This design comes from an exercise in tuning for small area, a short achievable clock period and few clock cycles on the open sky130 flow, not from production work.
Only simulation tests tie the RTL to the original design; equivalence was not proved.
Power and IR drop assume default switching activity.

$ cat design/flow/run.sh
#!/bin/bash
# synth_recipe.tcl (not shown) runs the flow's synth.tcl, then flattens the netlist and writes it again
# the make line also repeats each setting of config.mk as NAME=value (left out here)
make -C /OpenROAD-flow-scripts/flow DESIGN_CONFIG=/design/flow/config.mk WORK_HOME=/design/flow/orfs CLKGATE_MAP_FILE= SYNTH_SCRIPT=/design/flow/synth_recipe.tcl finish
$ cat design/flow/config.mk
export PLATFORM = sky130hd
export DESIGN_NAME = top
export DESIGN_NICKNAME = top
export VERILOG_FILES = /design/flow/design.v
export SDC_FILE = /design/flow/constraint.sdc
export NUM_CORES = 4
export LEC_CHECK = 0
export CAP_MARGIN = 20
export CORE_MARGIN = 2
export CORE_UTILIZATION = 40
export PLACE_DENSITY = 0.6
export SLEW_MARGIN = 20
$ cat design/flow/constraint.sdc
create_clock -name core_clock -period 10.0 [get_ports {clk}]
set_input_delay 2.0000 -clock core_clock [delete_from_list [all_inputs] [get_ports {clk}]]
set_output_delay 2.0000 -clock core_clock [all_outputs]
set_load 0.01 [all_outputs]
$ cat design/flow/design.v
module decoder (
    input  logic [31:0] instruction,
    output logic [31:0] imm,        
    output logic [31:0] bj_imm,     
    output logic        is_lui,
    output logic        is_auipc,
    output logic        is_jal,
    output logic        is_jalr,
    output logic        is_branch,
    output logic        is_load,
    output logic        is_store,
    output logic        is_op,      
    output logic        is_opimm,   
    output logic        uses_rs1,
    output logic        uses_rs2,
    output logic        writes_rd
);
    logic [6:0] opcode;
    assign opcode    = instruction[6:0];
    assign is_lui    = (opcode == 7'b0110111);
    assign is_auipc  = (opcode == 7'b0010111);
    assign is_jal    = (opcode == 7'b1101111);
    assign is_jalr   = (opcode == 7'b1100111);
    assign is_branch = (opcode == 7'b1100011);
    assign is_load   = (opcode == 7'b0000011);
    assign is_store  = (opcode == 7'b0100011);
    assign is_op     = (opcode == 7'b0110011);
    assign is_opimm  = (opcode == 7'b0010011);
    assign uses_rs1  = ~(is_lui | is_auipc | is_jal);
    assign uses_rs2  = is_op | is_store | is_branch;
    assign writes_rd = (is_lui | is_auipc | is_jal | is_jalr | is_load | is_op | is_opimm)
                       && instruction[11:7] != 5'd0;
    always_comb begin
        if (is_store)
            imm = {{20{instruction[31]}}, instruction[31:25], instruction[11:7]};
        else if (is_lui | is_auipc)
            imm = {instruction[31:12], 12'b0};
        else
            imm = {{20{instruction[31]}}, instruction[31:20]};
        if (is_jal)
            bj_imm = {{11{instruction[31]}}, instruction[31], instruction[19:12],
                      instruction[20], instruction[30:21], 1'b0};
        else
            bj_imm = {{19{instruction[31]}}, instruction[31], instruction[7],
                      instruction[30:25], instruction[11:8], 1'b0};
    end
endmodule
module ALU (
    input  logic [31:0] A,
    input  logic [31:0] B,
    input  logic [2:0]  funct3,
    input  logic        alt,
    input  logic        lt,
    input  logic        ltu,
    output logic [31:0] Result
);
    logic [31:0] sum;
    logic [31:0] shin, shr, shl;
    logic        left;
    assign sum = alt ? A - B : A + B;
    assign left = ~funct3[2];
    always_comb begin
        for (int i = 0; i < 32; i++) shin[i] = left ? A[31 - i] : A[i];
    end
    assign shr = 32'($signed({alt & funct3[2] & A[31], shin}) >>> B[4:0]);
    always_comb begin
        for (int i = 0; i < 32; i++) shl[i] = shr[31 - i];
    end
    always_comb begin
        case (funct3)
            3'b000: Result = sum;
            3'b001: Result = shl;
            3'b010: Result = {31'd0, lt};
            3'b011: Result = {31'd0, ltu};
            3'b100: Result = A ^ B;
            3'b101: Result = shr;
            3'b110: Result = A | B;
            default: Result = A & B;
        endcase
    end
endmodule
module registers (
    input  logic        clk,
    input  logic [4:0]  read_addr1,
    input  logic [4:0]  read_addr2,
    input  logic        write_enable,
    input  logic [4:0]  write_addr,
    input  logic [31:0] write_data,
    output logic [31:0] read_data1,
    output logic [31:0] read_data2
);
    logic [31:0] regs [1:31];
    always_ff @(posedge clk) begin
        if (write_enable && write_addr != 5'd0)
            regs[write_addr] <= write_data;
    end
    assign read_data1 = (read_addr1 == 5'd0) ? 32'd0 : regs[read_addr1];
    assign read_data2 = (read_addr2 == 5'd0) ? 32'd0 : regs[read_addr2];
endmodule
module compare (
    input  logic [31:0] A,
    input  logic [31:0] B,
    input  logic [2:0]  funct3,    
    output logic        lt,
    output logic        ltu,
    output logic        flag       
);
    logic eq;
    assign eq  = (A == B);
    assign ltu = (A < B);
    assign lt  = ($signed(A) < $signed(B));
    always_comb begin
        case (funct3[2:1])
            2'b00:   flag = eq;
            2'b10:   flag = lt;
            2'b11:   flag = ltu;
            default: flag = 1'b0;
        endcase
        flag = flag ^ funct3[0];
    end
endmodule
module top (
    input logic clk,
    input logic rst,               
    output logic i_req,
    output logic [31:0] i_addr,
    input logic i_ready,
    input logic [31:0] i_rdata,
    output logic d_req,
    output logic d_we,
    output logic [31:0] d_addr,
    output logic [3:0] d_wstrb,
    output logic [31:0] d_wdata,
    input logic d_ready,
    input logic [31:0] d_rdata
);
logic [31:2] pc_f;
logic        d_valid;
logic [31:2] pc_d;
logic        e_valid;
logic [31:2] e_pc;
logic [31:0] e_a, e_b, e_imm;
logic [2:0]  e_f3, e_alu_f3;
logic        e_alt;
logic [4:0]  e_rd;
logic        e_wr, e_load, e_store, e_branch, e_jalr, e_link, e_pred;
logic [31:2] e_alt_pc;
logic        w_valid;
logic [4:0]  w_rd;
logic [31:0] w_result;
logic        w_load;
logic [2:0]  w_f3;
logic [1:0]  w_off;
logic [31:0] ins;
assign ins = i_rdata;
logic [31:0] imm, bj_imm;
logic is_lui, is_auipc, is_jal, is_jalr, is_branch, is_load, is_store;
logic is_op, is_opimm, uses_rs1, uses_rs2, writes_rd;
decoder dec (
    .instruction(ins), .imm(imm), .bj_imm(bj_imm),
    .is_lui(is_lui), .is_auipc(is_auipc), .is_jal(is_jal), .is_jalr(is_jalr),
    .is_branch(is_branch), .is_load(is_load), .is_store(is_store),
    .is_op(is_op), .is_opimm(is_opimm), .uses_rs1(uses_rs1), .uses_rs2(uses_rs2),
    .writes_rd(writes_rd)
);
logic [4:0] rs1, rs2;
assign rs1 = ins[19:15];
assign rs2 = ins[24:20];
logic        w_we;
logic [31:0] w_data;
logic [31:0] rf1, rf2;
registers regfile (
    .clk(clk),
    .read_addr1(rs1), .read_addr2(rs2),
    .write_enable(w_we), .write_addr(w_rd), .write_data(w_data),
    .read_data1(rf1), .read_data2(rf2)
);
logic [31:0] e_result;
logic        e_fwd;
assign e_fwd = e_valid & e_wr & ~e_load;
logic [31:0] fw1, fw2;
always_comb begin
    if (e_fwd && e_rd == rs1)        fw1 = e_result;
    else if (w_we && w_rd == rs1)    fw1 = w_data;
    else                             fw1 = rf1;
    if (e_fwd && e_rd == rs2)        fw2 = e_result;
    else if (w_we && w_rd == rs2)    fw2 = w_data;
    else                             fw2 = rf2;
end
logic hazard;
assign hazard = e_valid & e_load & e_wr &
                ((uses_rs1 && e_rd == rs1) || (uses_rs2 && e_rd == rs2));
logic [31:2] d_tgt, d_pc4;
assign d_tgt = pc_d + bj_imm[31:2];
assign d_pc4 = pc_d + 30'd1;
logic d_pred;    
assign d_pred = is_jal | (is_branch & ins[31]);
logic lt, ltu, taken;
compare cmp (.A(e_a), .B(e_b), .funct3(e_f3), .lt(lt), .ltu(ltu), .flag(taken));
logic [31:0] alu_out;
ALU alu (.A(e_a), .B(e_b), .funct3(e_alu_f3), .alt(e_alt), .lt(lt), .ltu(ltu),
         .Result(alu_out));
logic [31:2] e_pc4;
assign e_pc4 = e_pc + 30'd1;
assign e_result = e_link ? {e_pc4, 2'b00} : alu_out;
logic [31:0] agu;
assign agu = e_a + e_imm;
logic e_mem, e_stall, e_redirect;
logic [31:2] e_target;
assign e_mem = e_load | e_store;
assign e_stall = e_valid & e_mem & ~d_ready;
assign e_redirect = e_valid & (e_jalr | (e_branch & (taken ^ e_pred)));
assign e_target = e_jalr ? agu[31:2] : e_alt_pc;
assign d_req = e_valid & e_mem;
assign d_we = e_store;
assign d_addr = {agu[31:2], 2'b00};
always_comb begin
    if (e_f3[1]) begin
        d_wstrb = 4'b1111;
        d_wdata = e_b;
    end
    else if (e_f3[0]) begin
        d_wstrb = agu[1] ? 4'b1100 : 4'b0011;
        d_wdata = {2{e_b[15:0]}};
    end
    else begin
        d_wstrb = 4'b0001 << agu[1:0];
        d_wdata = {4{e_b[7:0]}};
    end
end
logic [7:0]  load_byte;
logic [15:0] load_half;
logic [31:0] load_data;
always_comb begin
    case (w_off)
        2'b00: load_byte = d_rdata[7:0];
        2'b01: load_byte = d_rdata[15:8];
        2'b10: load_byte = d_rdata[23:16];
        default: load_byte = d_rdata[31:24];
    endcase
    load_half = w_off[1] ? d_rdata[31:16] : d_rdata[15:0];
    if (w_f3[1])
        load_data = d_rdata;
    else if (w_f3[0])
        load_data = w_f3[2] ? {16'd0, load_half} : {{16{load_half[15]}}, load_half};
    else
        load_data = w_f3[2] ? {24'd0, load_byte} : {{24{load_byte[7]}}, load_byte};
end
assign w_we = w_valid;
assign w_data = w_load ? load_data : w_result;
logic d_replay, d_go, fetch_ok;
assign fetch_ok = i_ready;
assign d_replay = d_valid & (hazard | e_stall);
assign d_go = d_valid & ~d_replay & ~e_redirect;
assign i_req = 1'b1;
assign i_addr = {pc_f, 2'b00};
always_ff @(posedge clk) begin
    if (rst) begin
        pc_f <= 30'd0;
        d_valid <= 1'b0;
        e_valid <= 1'b0;
        w_valid <= 1'b0;
    end
    else begin
        if (e_redirect)              pc_f <= e_target;
        else if (d_replay)           pc_f <= pc_d;
        else if (d_valid && d_pred)  pc_f <= d_tgt;
        else if (fetch_ok)           pc_f <= pc_f + 30'd1;
        d_valid <= fetch_ok & ~e_redirect & ~d_replay & ~(d_valid & d_pred);
        if (!e_stall) e_valid <= d_go;
        w_valid <= e_valid & e_wr & ~e_stall;
    end
end
always_ff @(posedge clk) begin
    if (fetch_ok) pc_d <= pc_f;
    if (!e_stall) begin
        e_pc <= pc_d;
        e_a <= is_lui ? 32'd0 : is_auipc ? {pc_d, 2'b00} : fw1;
        e_b <= (is_opimm | is_lui | is_auipc) ? imm : fw2;
        e_imm <= imm;
        e_f3 <= ins[14:12];
        e_alu_f3 <= (is_op | is_opimm) ? ins[14:12] : 3'd0;
        e_alt <= ins[30] & (is_op | (is_opimm & ins[14:12] == 3'd5));
        e_rd <= ins[11:7];
        e_wr <= writes_rd;
        e_load <= is_load;
        e_store <= is_store;
        e_branch <= is_branch;
        e_jalr <= is_jalr;
        e_link <= is_jal | is_jalr;
        e_pred <= ins[31];
        e_alt_pc <= ins[31] ? d_pc4 : d_tgt;
    end
    w_rd <= e_rd;
    w_result <= e_result;
    w_load <= e_load;
    w_f3 <= e_f3;
    w_off <= agu[1:0];
end
endmodule
==> report_table.html, run 1 <==
<table>
<tr><th>Metric</th><th>Value</th></tr>
<tr><th colspan="2">Run status</th></tr>
<tr><td>Run status</td><td>complete, no violations</td></tr>
<tr><th colspan="2">STA</th></tr>
<tr><td>Fin. max-slew vios</td><td>0</td></tr>
<tr><td>Slew @ Worst Pin</td><td>1.25 ns</td></tr>
<tr><td>RSZ-0062 raised after global routing</td><td>false</td></tr>
<tr><td>Final worst-path cycle share</td><td>69.3%</td></tr>
<tr><td>Minimum clock period after layout</td><td>6.93 ns</td></tr>
<tr><td>Worst slew margin</td><td>16.4%</td></tr>
<tr><td>Setup TNS after final layout</td><td>0 ns</td></tr>
<tr><td>Final hold vios</td><td>0</td></tr>
<tr><td>Peak clock frequency supported by timing</td><td>144 MHz</td></tr>
<tr><td>Clock skew after layout</td><td>0.0511 ns</td></tr>
<tr><td>Setup ws final</td><td>3.07 ns</td></tr>
<tr><td>Final setup viols</td><td>0</td></tr>
<tr><th colspan="2">Clock network</th></tr>
<tr><td># clock sinks</td><td>1272</td></tr>
<tr><td>Clock Tree Buf Depth</td><td>3</td></tr>
<tr><td>Clock latency at the later pin of the worst-skew pair</td><td>0.80 ns</td></tr>
<tr><td>Root buffer cell</td><td>clkbuf_16</td></tr>
<tr><td>Number of levels the H-tree was split into</td><td>4</td></tr>
<tr><td>TritonCTS clock tree</td><td>yes</td></tr>
<tr><td>Gates resized, CTS repair</td><td>0</td></tr>
<tr><td>Cts-stage hold buffer count</td><td>0</td></tr>
<tr><td>Count of buffers added by post-CTS timing repair for setup</td><td>0</td></tr>
<tr><td>Number of buffers inserted during clock tree synthesis</td><td>140</td></tr>
<tr><td>Clock slew seen by the registers of the worst setup and hold paths</td><td>0.06 ns</td></tr>
<tr><th colspan="2">Placed design</th></tr>
<tr><td>Estimated wirelength of the detail-placed design</td><td>180000 microns</td></tr>
<tr><td>Post-Place Worst Slack</td><td>3.40 ns</td></tr>
<tr><td>RePlAce Congestion</td><td>1.04</td></tr>
<tr><td>Cells after DPL</td><td>7810</td></tr>
<tr><td>Number of buffer cells added on primary ports</td><td>165</td></tr>
<tr><th colspan="2">Setup path</th></tr>
<tr><td>Depth of the worst register-to-register path</td><td>14</td></tr>
<tr><td>Critical path startpoint category</td><td>flop</td></tr>
<tr><td>Cell chain of the critical path</td><td>ha_1, nand2_1, a2111o_1, a211oi_1, nor2_1, o21ai_0, a21oi_1, o21bai_1, xor2_1, clkdlybuf4s50_1</td></tr>
<tr><td>Largest stage delay, worst path</td><td>0.71 ns</td></tr>
<tr><td>Reg2reg end</td><td>pc_f[28]</td></tr>
<tr><td>Critical R2R Launch</td><td>e_b[3]</td></tr>
<tr><td>Data arrival at the endpoint of the critical path</td><td>4.93 ns</td></tr>
<tr><td>Required time reported for the critical path endpoint</td><td>8.00 ns</td></tr>
<tr><td>Maximum fanout along the worst path</td><td>8</td></tr>
<tr><td>Slowest cell on the critical path</td><td>edfxtp_1</td></tr>
<tr><td>Endpoint class of the critical path</td><td>output pin</td></tr>
<tr><td>Worst Path Class, Setup</td><td>reg2out</td></tr>
<tr><td>FF-to-FF setup slack</td><td>3.89 ns</td></tr>
<tr><th colspan="2">Cells and area</th></tr>
<tr><td>Cell Count, Final, Fillers Out</td><td>8076</td></tr>
<tr><td>Fraction of layout instances using a drive strength above 1</td><td>18.6%</td></tr>
<tr><td>Register cell area after layout</td><td>0.0374 sq mm</td></tr>
<tr><td>Synthesis-to-finish area growth</td><td>12.2%</td></tr>
<tr><td>Most common cell after layout, fill and taps aside</td><td>edfxtp_1</td></tr>
<tr><td>Multi-input combinational cell area</td><td>0.0328 sq mm</td></tr>
<tr><td>Highest-count cells in the layout ignoring fill and taps</td><td>1196 x edfxtp_1, 528 x mux4_2, 392 x nor2_1, 387 x nand2_1, 340 x a21oi_1</td></tr>
<tr><td>Nets</td><td>5814</td></tr>
<tr><td>Filler Cells Inserted</td><td>15.9k</td></tr>
<tr><th colspan="2">Logic synthesis</th></tr>
<tr><td>Number of distinct standard cells referenced by the synthesized netlist</td><td>103</td></tr>
<tr><td>Proportion of synthesized flip-flops having asynchronous set or reset</td><td>0%</td></tr>
<tr><td>Post-synth design cell area</td><td>0.0725 sq mm</td></tr>
<tr><td>Number of standard cells after synthesis</td><td>5548</td></tr>
<tr><td>Synthesized area per cell</td><td>13.1 sq um</td></tr>
<tr><td>Yosys warns</td><td>5</td></tr>
<tr><td>Number of storage elements in the synthesis netlist</td><td>1272</td></tr>
<tr><td>Most common flop cell mapped by yosys</td><td>edfxtp_1</td></tr>
<tr><td>Register area share after synthesis</td><td>51.6%</td></tr>
<tr><td>Number of enable-type register cells in the synthesized netlist</td><td>1196</td></tr>
<tr><th colspan="2">Floorplan</th></tr>
<tr><td>Number of rows created at floorplan</td><td>156</td></tr>
<tr><td>Total Die Area</td><td>0.185 sq mm</td></tr>
<tr><td>Initial core utilization</td><td>40.2%</td></tr>
<tr><td>Core area</td><td>0.181 sq mm</td></tr>
<tr><td>Boundary Pins</td><td>171</td></tr>
<tr><td>Die extent in y</td><td>430 microns</td></tr>
<tr><td>Die boundary width</td><td>430 microns</td></tr>
<tr><th colspan="2">Routing</th></tr>
<tr><td>Wire length per cell after detailed routing</td><td>34.3 microns</td></tr>
<tr><td>Detailed-route DRC error count</td><td>0</td></tr>
<tr><td>Residual antenna-violating net count after detailed routing</td><td>0</td></tr>
<tr><td>Pre-Repair DR Iteration Count</td><td>6</td></tr>
<tr><td>Drt first-iter violations</td><td>7908</td></tr>
<tr><td>Via count of the routed design</td><td>53.5k</td></tr>
<tr><td>Drt total wl</td><td>277000 microns</td></tr>
<tr><td>DR vias/cell</td><td>6.63</td></tr>
<tr><th colspan="2">Power</th></tr>
<tr><td>Fraction of power consumed by combinational cells</td><td>23.9%</td></tr>
<tr><td>Sequential power share</td><td>43.3%</td></tr>
<tr><td>Power density over cell area</td><td>191 mW/mm^2</td></tr>
<tr><td>Proportion of total power due to net switching</td><td>32.0%</td></tr>
<tr><td>Design internal power</td><td>10.6 mW</td></tr>
<tr><td>Switching Power</td><td>4.99 mW</td></tr>
<tr><td>Static leakage</td><td>27.8 nW</td></tr>
<tr><td>IR Drop Worst-Case VDD</td><td>0.000176 V</td></tr>
<tr><td>Portion of total power attributed to the clock network</td><td>32.9%</td></tr>
<tr><th colspan="2">Worst hold path</th></tr>
<tr><td>Class of the tightest hold or removal check</td><td>reg2reg</td></tr>
<tr><td>Endpoint with the worst hold slack</td><td>w_rd[4]</td></tr>
<tr><td>Worst hold start</td><td>e_rd[4]</td></tr>
<tr><td>Hold Path Depth</td><td>0</td></tr>
<tr><th colspan="2">Global route</th></tr>
<tr><td>First-pass GRT wire length</td><td>387000 microns</td></tr>
<tr><td>Overall routing resource usage</td><td>29.3%</td></tr>
<tr><td>Initial antenna violation count</td><td>12</td></tr>
<tr><td>Vias in the first global route</td><td>51.2k</td></tr>
<tr><td>Pin count of the biggest net entering global routing</td><td>101</td></tr>
<tr><td>Remaining global-route overflow</td><td>0</td></tr>
<tr><th colspan="2">Run</th></tr>
<tr><td>Max-cap viol count</td><td>0</td></tr>
</table>
-- power by group through the flow --
stage | Clock [mW] | Combinational, mW | Sequential, mW
finish | 5.12 | 3.72 | 6.74
global route | 5.38 | 3.90 | 6.74
CTS | 5.17 | 3.60 | 6.73
detailed placement | 0 | 3.58 | 6.84
global placement | 0 | 3.56 | 6.84
floorplan | 0 | 2.18 | 6.75
-- layer usage --
metal	share of wire [%]	global-route usage [%]	up-vias
met5	0.014	0	-
met4	7.7	19.0	6
met3	10	6.13	786
met2	45	44.9	3450
met1	37	37.9	27300
li1	-	-	22000
-- cells by family (layout without fill, tap and decap cells) --
family / count (synthesis) / in the layout / share of synthesized area, %
multiplexers: 806 / 806 / 20.4
AND/OR/NAND/NOR: 1262 / 1262 / 7.89
other: 2 / 14 / 0.0104
buffers and inverters: 609 / 755 / 3.68
XOR/XNOR: 165 / 165 / 1.99
adder cells (fa/ha/maj): 163 / 163 / 2.85
AO/OA/AOI/OAI: 1269 / 1269 / 11.6
flip-flops: 1272 / 1272 / 51.6
-- how the worst max path moves through the flow --
| stage | from | slack, ns | to | cells past startpoint |
|---|---|---|---|---|
| 2_1_floorplan | d_ready | 0.53 | pc_f[18] | 8 |
| 3_3_place_gp | i_rdata[5] | 3.41 | pc_f[28] | 17 |
| 3_5_place_dp | i_rdata[5] | 3.40 | pc_f[28] | 17 |
| 4_1_cts | e_a[4] | 3.15 | d_addr[29] | 10 |
| 5_1_grt | e_a[4] | 2.91 | d_addr[29] | 10 |
| 6_report | e_a[4] | 3.07 | d_addr[29] | 10 |
-- per-stage QoR --
step / hold WS [ns] / power (mW) / util [%] / instance area (sq um)
3_3_place_gp: 0.458 / 10.4 / 42.5 / 76800
4_1_cts: 0.449 / 15.5 / 45.0 / 81300
6_report: 0.453 / 15.6 / 45.1 / 81400
5_1_grt: 0.462 / 16.0 / 45.1 / 81400
2_1_floorplan: 0.346 / 8.93 / - / 72600
3_5_place_dp: 0.443 / 10.4 / 42.5 / 76800
-- cells in the mapped netlist, drive strengths merged (13+ instances only) --
library cell / count / area (sq um)
o211ai: 48 / 360
a311oi: 20 / 175
o21a: 24 / 180
a221o: 23 / 230
or3: 34 / 213
and3: 39 / 244
mux4: 529 / 11900
xor2: 77 / 674
a22oi: 19 / 143
nor3: 90 / 455
and2: 20 / 126
a21oi: 348 / 1750
edfxtp: 1196 / 35900
dfxtp: 76 / 1520
mux2i: 226 / 2290
ha: 159 / 1990
nor2: 418 / 1570
nand4: 29 / 181
inv: 171 / 642
o31ai: 24 / 185
mux2: 51 / 578
o221ai: 47 / 418
a21o: 77 / 578
buf: 188 / 1080
a211oi: 97 / 738
a31oi: 44 / 275
nor2b: 24 / 150
o21bai: 22 / 165
clkbuf: 249 / 936
o22ai: 56 / 350
xnor2: 88 / 771
nand2: 388 / 1460
nand2b: 26 / 163
a221oi: 34 / 317
nor4: 17 / 113
or2: 13 / 81.3
o21ai: 244 / 1220
nand3: 120 / 601
-- cell type report --
class	count	share of cell area, %
clock inverter	84	1.06
multi-input combinational	3670	40.3
sequential	1272	46.0
antenna	9	0.0277
clock buffer	172	4.48
tap	2370	3.64
timing repair buffer	327	3.64
inverter	172	0.799
-- sequential cells by signal (all words and copies together) (netlist names), 32 cells and up --
register      cells
w_result         32
e_b              32
regfile.regs    992
e_a              32
e_imm            32
-- worst max-delay path: cells and delay by family (launching register included) --
| kind | cells | cell delay, ns |
|---|---|---|
| flops | 1 | 0.71 |
| fa+ha+maj | 1 | 0.52 |
| simple gates | 2 | 0.19 |
| xor+xnor | 1 | 0.38 |
| compound gates | 5 | 1.74 |
| buf+inv | 1 | 0.63 |
Testbench counts, summed over its fixed seeds: cycles 45,510.
==> run 2: changes to the inputs <==
--- a/design/flow/design.v
+++ b/design/flow/design.v
@@ -94,8 +94,14 @@
         if (write_enable && write_addr != 5'd0)
             regs[write_addr] <= write_data;
     end
-    assign read_data1 = (read_addr1 == 5'd0) ? 32'd0 : regs[read_addr1];
-    assign read_data2 = (read_addr2 == 5'd0) ? 32'd0 : regs[read_addr2];
+    always_comb begin
+        read_data1 = 32'd0;
+        read_data2 = 32'd0;
+        for (int i = 1; i < 32; i++) begin
+            read_data1 = read_data1 | (regs[i] & {32{read_addr1 == 5'(i)}});
+            read_data2 = read_data2 | (regs[i] & {32{read_addr2 == 5'(i)}});
+        end
+    end
 endmodule
 module compare (
     input  logic [31:0] A,
@@ -205,12 +211,12 @@
 assign e_result = e_link ? {e_pc4, 2'b00} : alu_out;
 logic [31:0] agu;
 assign agu = e_a + e_imm;
-logic e_mem, e_stall, e_redirect;
+logic e_mem, e_wait, e_redirect;
 logic [31:2] e_target;
 assign e_mem = e_load | e_store;
-assign e_stall = e_valid & e_mem & ~d_ready;
-assign e_redirect = e_valid & (e_jalr | (e_branch & (taken ^ e_pred)));
-assign e_target = e_jalr ? agu[31:2] : e_alt_pc;
+assign e_wait = e_mem & ~d_ready;
+assign e_redirect = e_valid & (e_wait | e_jalr | (e_branch & (taken ^ e_pred)));
+assign e_target = e_mem ? e_pc : e_jalr ? agu[31:2] : e_alt_pc;
 assign d_req = e_valid & e_mem;
 assign d_we = e_store;
 assign d_addr = {agu[31:2], 2'b00};
@@ -250,7 +256,7 @@
 assign w_data = w_load ? load_data : w_result;
 logic d_replay, d_go, fetch_ok;
 assign fetch_ok = i_ready;
-assign d_replay = d_valid & (hazard | e_stall);
+assign d_replay = d_valid & hazard;
 assign d_go = d_valid & ~d_replay & ~e_redirect;
 assign i_req = 1'b1;
 assign i_addr = {pc_f, 2'b00};
@@ -267,13 +273,13 @@
         else if (d_valid && d_pred)  pc_f <= d_tgt;
         else if (fetch_ok)           pc_f <= pc_f + 30'd1;
         d_valid <= fetch_ok & ~e_redirect & ~d_replay & ~(d_valid & d_pred);
-        if (!e_stall) e_valid <= d_go;
-        w_valid <= e_valid & e_wr & ~e_stall;
+        e_valid <= d_go;
+        w_valid <= e_valid & e_wr & ~e_wait;
     end
 end
 always_ff @(posedge clk) begin
-    if (fetch_ok) pc_d <= pc_f;
-    if (!e_stall) begin
+    pc_d <= pc_f;
+    begin
         e_pc <= pc_d;
         e_a <= is_lui ? 32'd0 : is_auipc ? {pc_d, 2'b00} : fw1;
         e_b <= (is_opimm | is_lui | is_auipc) ? imm : fw2;
--- a/design/flow/config.mk
+++ b/design/flow/config.mk
@@ -9,4 +9,5 @@
 export CORE_MARGIN = 2
 export CORE_UTILIZATION = 40
 export PLACE_DENSITY = 0.6
+export SETUP_SLACK_MARGIN = 5
 export SLEW_MARGIN = 20
==> run 2 against run 1 <==
Combinational power rose by about 20%; largest cell class unchanged; area after synthesis fell by 9.2%; sequential share of layout area fell by 0.81 points; non-clock buffer count rose by 221; critical path type is now reg2reg; clock skew rose by 0.0010 ns.
==> report_table.html, run 2 <==
<table>
<tr><th>Metric</th><th>Value</th></tr>
<tr><th colspan="2">Run status</th></tr>
<tr><td>Run status</td><td>complete, no violations</td></tr>
<tr><th colspan="2">Floorplan</th></tr>
<tr><td>Number of rows created at floorplan</td><td>148</td></tr>
<tr><td>Die extent in y</td><td>410 microns</td></tr>
<tr><td>Initial core utilization</td><td>40.4%</td></tr>
<tr><td>Core area</td><td>0.163 sq mm</td></tr>
<tr><td>Total Die Area</td><td>0.168 sq mm</td></tr>
<tr><td>Die boundary width</td><td>410 microns</td></tr>
<tr><td>Boundary Pins</td><td>171</td></tr>
<tr><th colspan="2">Routing</th></tr>
<tr><td>Detailed-route DRC error count</td><td>0</td></tr>
<tr><td>Drt total wl</td><td>364000 microns</td></tr>
<tr><td>Met1 Routed Length</td><td>121000 microns</td></tr>
<tr><td>Met3 Wirelength</td><td>56300 microns</td></tr>
<tr><td>Pre-Repair DR Iteration Count</td><td>14</td></tr>
<tr><td>DR vias/cell</td><td>7.34</td></tr>
<tr><td>Drt first-iter violations</td><td>13.6k</td></tr>
<tr><td>Top routing layer used</td><td>met5</td></tr>
<tr><td>Met2 Routed Length</td><td>149000 microns</td></tr>
<tr><td>Wire length per cell after detailed routing</td><td>42.1 microns</td></tr>
<tr><td>Via count of the routed design</td><td>63.3k</td></tr>
<tr><td>Residual antenna-violating net count after detailed routing</td><td>0</td></tr>
<tr><th colspan="2">STA</th></tr>
<tr><td>RSZ-0062 raised after global routing</td><td>true</td></tr>
<tr><td>Final setup viols</td><td>0</td></tr>
<tr><td>Worst hold slack</td><td>0.386 ns</td></tr>
<tr><td>Worst slew margin</td><td>12.3%</td></tr>
<tr><td>Final hold vios</td><td>0</td></tr>
<tr><td>Setup TNS after final layout</td><td>0 ns</td></tr>
<tr><td>Peak clock frequency supported by timing</td><td>184 MHz</td></tr>
<tr><td>Clock skew after layout</td><td>0.0521 ns</td></tr>
<tr><td>Slew @ Worst Pin</td><td>1.31 ns</td></tr>
<tr><td>Fin. max-slew vios</td><td>0</td></tr>
<tr><td>Final worst-path cycle share</td><td>54.4%</td></tr>
<tr><td>Minimum clock period after layout</td><td>5.44 ns</td></tr>
<tr><th colspan="2">Global route</th></tr>
<tr><td>First-pass GRT wire length</td><td>486000 microns</td></tr>
<tr><td>Remaining global-route overflow</td><td>0</td></tr>
<tr><td>Initial antenna violation count</td><td>31</td></tr>
<tr><td>Overall routing resource usage</td><td>41.7%</td></tr>
<tr><td>Vias in the first global route</td><td>58.4k</td></tr>
<tr><td>Pin count of the biggest net entering global routing</td><td>70</td></tr>
<tr><th colspan="2">Setup path</th></tr>
<tr><td>Depth of the worst register-to-register path</td><td>35</td></tr>
<tr><td>Maximum fanout along the worst path</td><td>3</td></tr>
<tr><td>Worst Path Class, Setup</td><td>reg2reg</td></tr>
<tr><td>Required time reported for the critical path endpoint</td><td>10.70 ns</td></tr>
<tr><td>Endpoint class of the critical path</td><td>flop</td></tr>
<tr><td>Slowest cell on the critical path</td><td>a2111o_1</td></tr>
<tr><td>Critical R2R Launch</td><td>e_a[22]</td></tr>
<tr><td>Data arrival at the endpoint of the critical path</td><td>6.14 ns</td></tr>
<tr><td>Cell repeated most along the worst path</td><td>buf_6</td></tr>
<tr><td>Largest stage delay, worst path</td><td>0.43 ns</td></tr>
<tr><td>Critical path startpoint category</td><td>flop</td></tr>
<tr><td>Startpoint of the most critical setup path</td><td>e_a[22]</td></tr>
<tr><th colspan="2">Logic synthesis</th></tr>
<tr><td>Synthesized area per cell</td><td>10.8 sq um</td></tr>
<tr><td>Register area share after synthesis</td><td>53.7%</td></tr>
<tr><td>Area fraction of the dominant cell type after synthesis</td><td>45.2%</td></tr>
<tr><td>Area leader, netlist</td><td>edfxtp_1</td></tr>
<tr><td>Most common flop cell mapped by yosys</td><td>edfxtp_1</td></tr>
<tr><td>Yosys warns</td><td>5</td></tr>
<tr><td>Number of enable-type register cells in the synthesized netlist</td><td>992</td></tr>
<tr><td>Leading cell type by number of instances after synthesis</td><td>edfxtp_1</td></tr>
<tr><td>Main area contributors after synthesis</td><td>edfxtp_1 45%, a22oi_1 9.9%, dfxtp_1 8.5%</td></tr>
<tr><td>Proportion of synthesized flip-flops having asynchronous set or reset</td><td>0%</td></tr>
<tr><td>Number of standard cells after synthesis</td><td>6113</td></tr>
<tr><td>Post-synth design cell area</td><td>0.0659 sq mm</td></tr>
<tr><td>Commonest cells post-synth</td><td>992 x edfxtp_1, 867 x a22oi_1, 568 x nand2_1, 428 x nor2_1, 368 x clkbuf_1</td></tr>
<tr><td>Number of storage elements in the synthesis netlist</td><td>1272</td></tr>
<tr><td>Number of distinct standard cells referenced by the synthesized netlist</td><td>87</td></tr>
<tr><th colspan="2">Cells and area</th></tr>
<tr><td>Register cell area after layout</td><td>0.0355 sq mm</td></tr>
<tr><td>Filler Cells Inserted</td><td>14.6k</td></tr>
<tr><td>Synthesis-to-finish area growth</td><td>19.1%</td></tr>
<tr><td>Multi-input combinational cell area</td><td>0.0302 sq mm</td></tr>
<tr><td>Most common cell after layout, fill and taps aside</td><td>edfxtp_1</td></tr>
<tr><td>Highest-count cells in the layout ignoring fill and taps</td><td>992 x edfxtp_1, 867 x a22oi_1, 561 x nand2_1, 314 x buf_4, 309 x nor2_1</td></tr>
<tr><td>Fraction of layout instances using a drive strength above 1</td><td>16.4%</td></tr>
<tr><td>Nets</td><td>6563</td></tr>
<tr><td>Most flop-heavy register</td><td>regfile.regs</td></tr>
<tr><td>Max reg flops</td><td>992</td></tr>
<tr><th colspan="2">Clock network</th></tr>
<tr><td>Number of buffers inserted during clock tree synthesis</td><td>136</td></tr>
<tr><td>TritonCTS clock tree</td><td>yes</td></tr>
<tr><td>Clock latency at the later pin of the worst-skew pair</td><td>0.83 ns</td></tr>
<tr><td># clock sinks</td><td>1272</td></tr>
<tr><td>Clock Tree Buf Depth</td><td>3</td></tr>
<tr><td>Root buffer cell</td><td>clkbuf_16</td></tr>
<tr><td>Clock slew seen by the registers of the worst setup and hold paths</td><td>0.06 ns</td></tr>
<tr><td>Number of levels the H-tree was split into</td><td>4</td></tr>
<tr><td>Cts-stage hold buffer count</td><td>0</td></tr>
<tr><th colspan="2">Worst hold path</th></tr>
<tr><td>Hold Path Depth</td><td>0</td></tr>
<tr><td>Worst hold start</td><td>pc_f[31]</td></tr>
<tr><td>Class of the tightest hold or removal check</td><td>reg2reg</td></tr>
<tr><th colspan="2">Run</th></tr>
<tr><td>Max-cap viol count</td><td>0</td></tr>
<tr><th colspan="2">Power</th></tr>
<tr><td>Design internal power</td><td>10.7 mW</td></tr>
<tr><td>Portion of total power attributed to the clock network</td><td>31.9%</td></tr>
<tr><td>Proportion of total power due to net switching</td><td>34.2%</td></tr>
<tr><td>Sequential power share</td><td>40.8%</td></tr>
<tr><td>Fraction of power consumed by combinational cells</td><td>27.3%</td></tr>
<tr><td>Static leakage</td><td>27.8 nW</td></tr>
<tr><td>Switching Power</td><td>5.58 mW</td></tr>
<tr><td>Power density over cell area</td><td>208 mW/mm^2</td></tr>
<tr><td>IR Drop Worst-Case VDD</td><td>0.000191 V</td></tr>
<tr><th colspan="2">Placed design</th></tr>
<tr><td>Estimated wirelength of the detail-placed design</td><td>223000 microns</td></tr>
<tr><td>RePlAce Congestion</td><td>1.07</td></tr>
<tr><td>Number of buffer cells added on primary ports</td><td>165</td></tr>
</table>
-- run 2: changes by cell type in the layout (fill, tap and decap cells not counted), moves of 48 or more --
cell,previous run,this run
nor2_1,392,309
nor3_1,77,141
dfxtp_1,75,252
nand4_1,29,110
buf_4,158,314
a21oi_1,340,239
edfxtp_1,1196,992
a22oi_1,19,867
mux4_2,528,34
mux2i_1,224,97
nand2_1,387,561
a222oi_1,2,64
nand3_1,120,168
nor2_4,21,100
-- run 2: worst paths after layout --
kind	endpoint	slack, ns
setup / recovery	pc_f[31]	4.56
hold reg to reg	pc_d[31]	0.39
hold / removal	pc_d[31]	0.39
setup reg to reg	pc_f[31]	4.56
-- run 2: logic make-up (layout without fill, tap and decap cells) --
kind of cell / after synthesis / after routing / synth area share, %
flops: 1272 / 1272 / 53.7
buf+inv: 625 / 952 / 3.88
simple gates: 1685 / 1685 / 11.8
other cells: 2 / 23 / 0.0114
mux: 160 / 160 / 3.14
compound gates: 2028 / 2028 / 21.9
xor+xnor: 178 / 178 / 2.37
fa+ha+maj: 163 / 163 / 3.14
-- run 2: critical path, delay by kind of cell (launching register included) --
family                   cells  cell delay, ns
buffers and inverters       24            2.73
adder cells (fa/ha/maj)      1            0.26
AND/OR/NAND/NOR              1            0.09
flip-flops                   1            0.33
multiplexers                 1            0.23
AO/OA/AOI/OAI                8            1.69
-- run 2: power groups by stage --
stage | clock (mW) | combinational [mW] | sequential (mW)
2_1_floorplan | 0 | 2.13 | 6.68
6_report | 5.21 | 4.45 | 6.67
3_5_place_dp | 0 | 3.81 | 6.76
5_1_grt | 5.41 | 4.55 | 6.66
4_1_cts | 5.19 | 4.08 | 6.65
3_3_place_gp | 0 | 3.77 | 6.76
-- run 2: layout make-up --
cell class	count	area share, %
tap	2175	3.47
inverter	155	0.750
multi-input combinational	4219	38.5
timing repair buffer	548	6.23
clock inverter	77	1.15
clock buffer	172	4.65
antenna	18	0.0574
sequential	1272	45.2
-- run 2: what timing repair did --
| action | CTS | global route |
|---|---|---|
| gates resized for setup | 353 | 116 |
| setup buffers | 135 | 31 |
| pin swaps | 101 | 42 |
| endpoints found under the setup margin | 161 | 96 |
-- run 2: per-layer routing --
metal / track usage (%) / up-vias
li1: - / 24300
met5: 0.287 / -
met2: 60.2 / 6635
met3: 16.3 / 2074
met4: 32.9 / 30
met1: 49.3 / 30300
-- run 2: per-stage QoR --
stage	cells	util (%)	instance area [sq um]	power [mW]	setup slack (ns)
2_1_floorplan	6116	-	66000	8.81	4.53
3_5_place_dp	8202	43.5	71000	10.6	3.01
4_1_cts	8586	47.6	77700	15.9	4.68
5_1_grt	8620	48.1	78400	16.6	4.47
6_report	8636	48.1	78500	16.3	4.56
3_3_place_gp	8198	43.4	70900	10.5	3.01
Testbench counts of run 2, summed over its fixed seeds: cycles 45,510.

static timing again, ports no longer ideal:
Ports are ideal in the flow. The routed layouts listed here were re-timed in OpenROAD.
Step 1, drivers: a clkbuf_16 drives clk and a buf_2 each remaining input, both assumed.
Step 2 also shifts input and output timing later by t, the mid clock arrival at the registers, as if the neighbouring blocks saw the same clock.
a / b / c = ideal ports / drivers / drivers and shift; a / b = the first two.
run | shift t [ns] | setup slack, ns | latest minus earliest clock arrival (ns)
run 1 | 0.849 | 3.067 / 2.989 / 3.214 | 0.052 / 0.051
run 2 | 0.881 | 4.563 / 4.495 / 3.875 | 0.053 / 0.053
After both steps every run listed still meets setup and hold. For run 2, which loses most, drivers alone change the setup slack by -0.068 ns; drivers and shift together by -0.688 ns.
